This is an optimization exercise on Yosys and OpenROAD, whose aim is small area, not a production implementation.
RTL that was checked went through simulation tests only; none was proved equivalent to the original.

==> build 87: inputs <==
Design conv_kern, start of the top module:
module conv_kern(
    clk,
    rstn,
    is_last_layer,
    scale,
    bias,
    act_shift,
    bias_shift,
    is_conv3x3,
    vld_i,
    win,
    din,
    acc_o,
    vld_o
);
==> module act_shifter, before the edit <==
module act_shifter(
    input  [26:0] d_in,
    input  [2:0]  n_shift,
    input         is_last_layer,
    output [7:0]  d_out
);
wire [10:0] s1 = n_shift[2] ? d_in[14:4] : d_in[10:0];
wire [8:0]  s2 = n_shift[1] ? s1[10:2]  : s1[8:0];
wire [7:0]  v  = n_shift[0] ? s2[8:1]   : s2[7:0];
wire [6:0] mask = 7'b1111111 << n_shift;
wire       over = (|d_in[25:15]) | (|(d_in[14:8] & mask));
wire neg  = ~is_last_layer & d_in[26];
wire clip = ~is_last_layer & over;
assign d_out = (v | {8{clip}}) & ~{8{neg}};
endmodule
==> flow/config.mk <==
export PLATFORM = sky130hd
export DESIGN_NAME = conv_kern
export DESIGN_NICKNAME = conv_kern
export VERILOG_FILES = /design/flow/design.v
export SDC_FILE = /design/flow/constraint.sdc
export NUM_CORES = 4
export LEC_CHECK = 0
export CAP_MARGIN = 20
export CORE_MARGIN = 2
export CORE_UTILIZATION = 40
export GPL_TIMING_DRIVEN = 0
export SLEW_MARGIN = 20
export SYNTH_HIERARCHICAL = 1
==> flow/constraint.sdc <==
create_clock -name core_clock -period 8.0 [get_ports {clk}]
set_input_delay 1.6000 -clock core_clock [delete_from_list [all_inputs] [get_ports {clk}]]
set_output_delay 1.6000 -clock core_clock [all_outputs]
set_load 0.01 [all_outputs]
standard.sh (not shown) runs the stock make flow with config.mk's settings and CLKGATE_MAP_FILE= SYNTH_SCRIPT=/design/flow/synth_recipe.tcl, a recipe that flattens the netlist after the stock synthesis.
==> flow/flow/run.sh <==
#!/bin/bash
# The standard layout (standard.sh) with two changes after synthesis:
# the buffers synthesis put in are removed at floorplan, and every port
# is buffered by a sky130_fd_sc_hd__buf_2 cell.
set -uo pipefail
bash standard.sh synth > synth.log 2>&1 || exit 1
REMOVE_ABC_BUFFERS=1 BUFFER_PORTS_ARGS="-buffer_cell sky130_fd_sc_hd__buf_2" bash standard.sh finish > finish.log 2>&1
==> inputs of trial 46, as changes to build 87 <==
--- a/flow/design.v
+++ b/flow/design.v
@@ -8670,5 +8670,17 @@
 );
-wire [10:0] s1 = n_shift[2] ? d_in[14:4] : d_in[10:0];
-wire [8:0]  s2 = n_shift[1] ? s1[10:2]  : s1[8:0];
-wire [7:0]  v  = n_shift[0] ? s2[8:1]   : s2[7:0];
+wire [10:0] s1n;
+wire [8:0]  s2;
+wire [7:0]  vn;
+genvar i;
+generate
+    for (i = 0; i < 11; i = i + 1) begin : g_s1
+        mux2n u_mux (.a(d_in[i]), .b(d_in[i + 4]), .s(n_shift[2]), .y(s1n[i]));
+    end
+    for (i = 0; i < 9; i = i + 1) begin : g_s2
+        mux2n u_mux (.a(s1n[i]), .b(s1n[i + 2]), .s(n_shift[1]), .y(s2[i]));
+    end
+    for (i = 0; i < 8; i = i + 1) begin : g_s3
+        mux2n u_mux (.a(s2[i]), .b(s2[i + 1]), .s(n_shift[0]), .y(vn[i]));
+    end
+endgenerate
 wire [6:0] mask = 7'b1111111 << n_shift;
@@ -8677,3 +8689,6 @@
 wire clip = ~is_last_layer & over;
-assign d_out = (v | {8{clip}}) & ~{8{neg}};
+assign d_out = ~((vn & {8{~clip}}) | {8{neg}});
+endmodule
+module mux2n (input a, input b, input s, output y);
+assign y = ~(s ? b : a);
 endmodule
==> comparison table <==
| item | build 87 | trial 46 |
|---|---|---|
| Number of DRC violations after detailed-routing iteration 0 | 4,559 | 4,369 |
| Share of final-layout standard cells stronger than drive strength 1 | 10.1% | 9.81% |
| Placement-stage cell area | 0.0477 mm2 | 0.0476 mm2 |
| Non-clock buffering overhead in the final layout | 3.40% | 3.34% |
| Die H | 341 um | 341 um |
| Overall via count from detail_route | 33.8k | 33.7k |
| Run status | finished clean | finished clean |
| Core Area | 0.113 mm2 | 0.112 mm2 |
| Critical path data arrival time | 8.06 ns | 8.12 ns |
| Final routed wire length divided by cell count | 30.0 um | 29.7 um |
| First element of the critical path | scale[2] | scale[0] |
| Die footprint | 0.116 mm2 | 0.116 mm2 |
| Routed Wire Length | 170,000 um | 169,000 um |
| Routed length on met2 | 76,200 um | 76,300 um |
| Clock network area share | 1.25% | 1.21% |
| Fraction of synthesized area in multiplexers | 0.821% | 0.742% |
| Initial cell density of the core | 40.3% | 40.3% |
| Count of inverters not on the clock network in the layout | 155 | 154 |
| First-pass GRT wire length | 248,000 um | 246,000 um |
| Dpl ws | -0.400 ns | -0.371 ns |
Only the layout flow was run in build 87; the RTL was not checked for function there.

[static timing again, ports no longer ideal]
In the flow no input, the clock included, has a driving cell. The finished layouts below were timed again as built, in two steps.
Step 1: set_driving_cell puts a clkbuf_16 on clk and a buf_2 on each other input, an assumption about the parent block.
Step 2 also shifts input and output timing later by t, the mid clock arrival at the registers, as if the neighbouring blocks saw the same clock.
Three values: ideal ports, drivers, drivers and shift; two values: the first two.
| run | shift t [ns] | setup slack, ns | worst hold slack (ns) | worst data-port slew with drivers (ns) | cell pins on the clock port's net |
|---|---|---|---|---|---|
| build 87 | 0.519 | 0.332 / 0.365 / -0.154 | 0.355 / 0.355 / 0.355 | 0.11 | 1 |
| trial 46 | 0.521 | 0.272 / 0.307 / -0.214 | 0.353 / 0.353 / 0.353 | 0.10 | 1 |
With both steps, setup timing fails in build 87 and trial 46, where it was met with ideal ports.
